This is an optimization exercise on Yosys and OpenROAD, whose aim is small area, not a production implementation. Where RTL was checked, it was by simulation tests only, not by an equivalence proof against the original. No activity file was given, so power comes from the tool's default toggle rates.

Setup of v6:
==> module axis_sm, before the edit <==
module axis_sm(
    input clk,
    input rstn,
    input start_en,
    input [31:0] phase_start_value,
    input [31:0] phase_stop_value,
    input [31:0] phase_step_value,
    output reg s_axis_phase_tvalid,
    input s_axis_phase_tready,
    output [63:0] s_axis_phase_tdata,
    output m_axis_phase_tready,
    output m_axis_data_tready,
    output [4:0] state_reg
    );
    localparam LO = 17;
    reg [2:0]  st;
    reg [31:0] td;
    reg [31:0] fp;       
    reg        rdy;
    reg        cmp;
    reg        cy;
    assign s_axis_phase_tdata = {32'h0, td};
    assign state_reg = {2'b00, st};
    assign m_axis_phase_tready = rdy;
    assign m_axis_data_tready = rdy;
    wire s0 = (st == 3'd0);
    wire s1 = (st == 3'd1);
    wire s2 = (st == 3'd2);
    wire s3 = (st == 3'd3);
    wire s4 = (st == 3'd4);
    wire s5 = (st == 3'd5);
    wire s6 = (st == 3'd6);
    wire s7 = (st == 3'd7);
    wire [LO:0] clo;
    wire [LO-1:0] sum_lo;
    hadd u_ha0 (.a(td[0]), .b(phase_step_value[0]), .s(sum_lo[0]), .co(clo[1]));
    wire [32-LO:0] chi;
    wire [31-LO:0] sum_hi;
    assign chi[0] = cy;
    wire [32:0] lt;
    assign lt[0] = 1'b0;
    genvar i;
    generate
        for (i = 1; i < LO; i = i + 1) begin : g_lo
            fadd u_fa (.a(td[i]), .b(phase_step_value[i]), .ci(clo[i]), .s(sum_lo[i]), .co(clo[i+1]));
        end
        for (i = 0; i < 32 - LO; i = i + 1) begin : g_hi
            fadd u_fa (.a(td[LO+i]), .b(fp[LO+i]), .ci(chi[i]), .s(sum_hi[i]), .co(chi[i+1]));
        end
        for (i = 0; i < 32; i = i + 1) begin : g_ge
            wire an = (i < 7) ? ~td[i] : fp[i];
            assign lt[i+1] = (an & phase_stop_value[i]) | (lt[i] & (an | phase_stop_value[i]));
        end
    endgenerate
    wire done = (fp[3:0] == 4'b0000) && fp[6];
    wire [6:0] cnt_nx = {fp[5:0], ~(fp[6] ^ fp[3])};
    wire ld = s0 | (s6 & cmp);
    wire hold_lo = s1 | s2 | (s6 & ~cmp);
    wire hold_cn = s1 | s2 | s3 | s4 | s5 | (s6 & ~cmp);
    wire hold_hi = ~(ld | s7 | s6);
    always @(posedge clk) begin
        cmp <= ~lt[32];
        cy  <= clo[LO];
        if (s0) s_axis_phase_tvalid <= 1'b0;
        else if (s2) s_axis_phase_tvalid <= 1'b1;
        fp <= ({32{ld}} & ~phase_start_value)
            | ({32{s7}} & {phase_step_value[31:LO], ~sum_lo})
            | ({{(32-LO){s6 & ~cmp}}, {LO{1'b0}}} & {~sum_hi, {LO{1'b0}}})
            | ({{(32-LO){hold_hi}}, {(LO-7){hold_cn}}, 7'd0} & fp)
            | ({25'd0, {7{hold_lo}}} & fp[6:0])
            | ({25'd0, {7{s5}}} & cnt_nx);
        td <= ({32{s3 & rstn}} & ~fp) | ({32{~s3 & rstn}} & td);
        if (!rstn) begin
            st  <= 3'd0;
            rdy <= 1'b0;
        end else begin
            if (s1) rdy <= 1'b1;
            case (st)
                3'd0: st <= start_en ? 3'd1 : 3'd0;
                3'd1: st <= 3'd2;
                3'd2: st <= 3'd3;
                3'd3: st <= 3'd4;
                3'd4: st <= s_axis_phase_tready ? 3'd5 : 3'd4;
                3'd5: st <= (s5 & done) ? 3'd7 : 3'd5;
                3'd7: st <= 3'd6;
                3'd6: st <= (cmp && !start_en) ? 3'd0 : 3'd1;
            endcase
        end
    end
endmodule
export LEC_CHECK = 0
export CAP_MARGIN = 20
export CORE_MARGIN = 2
export CORE_UTILIZATION = 40
export SLEW_MARGIN = 20
export SYNTH_HIERARCHICAL = 1
create_clock -name core_clock -period 10.0 [get_ports {clk}]
standard.sh (not shown) runs the stock make flow with config.mk's settings and CLKGATE_MAP_FILE= SYNTH_SCRIPT=/design/flow/synth_recipe.tcl, a recipe that flattens the netlist after the stock synthesis.
==> flow/flow/run.sh <==
#!/bin/bash
# Standard ORFS layout; ports buffered with the smallest buffer, and the
# constant outputs share the tie cell that synthesis made.
bash standard.sh "BUFFER_PORTS_ARGS=-buffer_cell sky130_fd_sc_hd__buf_1" SKIP_REPAIR_TIE_FANOUT=1 finish > standard.log 2>&1
[inputs] v7 vs v6
--- a/flow/design.v
+++ b/flow/design.v
@@ -12,13 +12,13 @@
     output m_axis_data_tready,
     output [4:0] state_reg
     );
     localparam LO = 17;
     reg [2:0]  st;
     reg [31:0] td;
-    reg [31:0] fp;       
+    reg [31:0] fp;
     reg        rdy;
     reg        cmp;
     reg        cy;
     assign s_axis_phase_tdata = {32'h0, td};
     assign state_reg = {2'b00, st};
     assign m_axis_phase_tready = rdy;
@@ -34,45 +34,44 @@
     wire [LO:0] clo;
     wire [LO-1:0] sum_lo;
     hadd u_ha0 (.a(td[0]), .b(phase_step_value[0]), .s(sum_lo[0]), .co(clo[1]));
     wire [32-LO:0] chi;
     wire [31-LO:0] sum_hi;
     assign chi[0] = cy;
-    wire [32:0] lt;
-    assign lt[0] = 1'b0;
+    wire [32:0] ge;
+    assign ge[0] = 1'b1;
     genvar i;
     generate
         for (i = 1; i < LO; i = i + 1) begin : g_lo
             fadd u_fa (.a(td[i]), .b(phase_step_value[i]), .ci(clo[i]), .s(sum_lo[i]), .co(clo[i+1]));
         end
         for (i = 0; i < 32 - LO; i = i + 1) begin : g_hi
             fadd u_fa (.a(td[LO+i]), .b(fp[LO+i]), .ci(chi[i]), .s(sum_hi[i]), .co(chi[i+1]));
         end
         for (i = 0; i < 32; i = i + 1) begin : g_ge
-            wire an = (i < 7) ? ~td[i] : fp[i];
-            assign lt[i+1] = (an & phase_stop_value[i]) | (lt[i] & (an | phase_stop_value[i]));
+            assign ge[i+1] = (td[i] ^ phase_stop_value[i]) ? td[i] : ge[i];
         end
     endgenerate
     wire done = (fp[3:0] == 4'b0000) && fp[6];
     wire [6:0] cnt_nx = {fp[5:0], ~(fp[6] ^ fp[3])};
     wire ld = s0 | (s6 & cmp);
     wire hold_lo = s1 | s2 | (s6 & ~cmp);
     wire hold_cn = s1 | s2 | s3 | s4 | s5 | (s6 & ~cmp);
     wire hold_hi = ~(ld | s7 | s6);
     always @(posedge clk) begin
-        cmp <= ~lt[32];
+        cmp <= ge[32];
         cy  <= clo[LO];
         if (s0) s_axis_phase_tvalid <= 1'b0;
         else if (s2) s_axis_phase_tvalid <= 1'b1;
-        fp <= ({32{ld}} & ~phase_start_value)
-            | ({32{s7}} & {phase_step_value[31:LO], ~sum_lo})
-            | ({{(32-LO){s6 & ~cmp}}, {LO{1'b0}}} & {~sum_hi, {LO{1'b0}}})
+        fp <= ({32{ld}} & phase_start_value)
+            | ({32{s7}} & {phase_step_value[31:LO], sum_lo})
+            | ({{(32-LO){s6 & ~cmp}}, {LO{1'b0}}} & {sum_hi, {LO{1'b0}}})
             | ({{(32-LO){hold_hi}}, {(LO-7){hold_cn}}, 7'd0} & fp)
             | ({25'd0, {7{hold_lo}}} & fp[6:0])
             | ({25'd0, {7{s5}}} & cnt_nx);
-        td <= ({32{s3 & rstn}} & ~fp) | ({32{~s3 & rstn}} & td);
+        td <= ({32{s3 & rstn}} & fp) | ({32{~s3 & rstn}} & td);
         if (!rstn) begin
             st  <= 3'd0;
             rdy <= 1'b0;
         end else begin
             if (s1) rdy <= 1'b1;
             case (st)
[summary]
- Power of the combinational group is lower on v7
- From v6 to v7 the numbers moved as follows: clock slew at the register clock pins of the worst setup and hold paths has remained practically unchanged; distinct cell type count after synthesis has increased; routed via count has decreased.
- v7 against v6: share of the core filled with cells climbed 0.71 points; per-cell via count in the routed design down about 0.7%.
- [diff] cell area, v7 relative to v6: regression
- v7 vs. v6: worst-case headroom to the max-slew limit up 2.3 points; cell count after placement fell by 2.5%; synthesized area per cell went up.
For v6, only the layout was checked, not whether the RTL still works.

==> afterwards: timing with drivers on the ports <==
The flow's constraints put no driver on any port. The routed layouts listed below were extracted and timed again, unchanged, in two steps.
Step 1 (the two cells are an assumption about what drives the block):
set clk [get_ports {clk}]
set_driving_cell -lib_cell sky130_fd_sc_hd__clkbuf_16 $clk
set_driving_cell -lib_cell sky130_fd_sc_hd__buf_2 [delete_from_list [all_inputs] $clk]
Step 2 adds t to the input delays and takes it off the output delays; t is the mean of the earliest and latest rising clock arrival at the registers after step 1. Input paths then give back, and output paths get back, about the clock's delay inside the block.
Slacks: ideal ports / drivers / drivers and shift; pairs: ideal ports / drivers.
run	shift t [ns]	setup WS [ns]	worst setup path at the end
v6	0.363	1.509 / 1.519 / 1.156	input to register
v7	0.363	1.401 / 1.410 / 1.046	input to register
After both steps every run listed still meets setup and hold. For v7, which loses most, drivers alone change the setup slack by +0.009 ns; drivers and shift together by -0.355 ns.
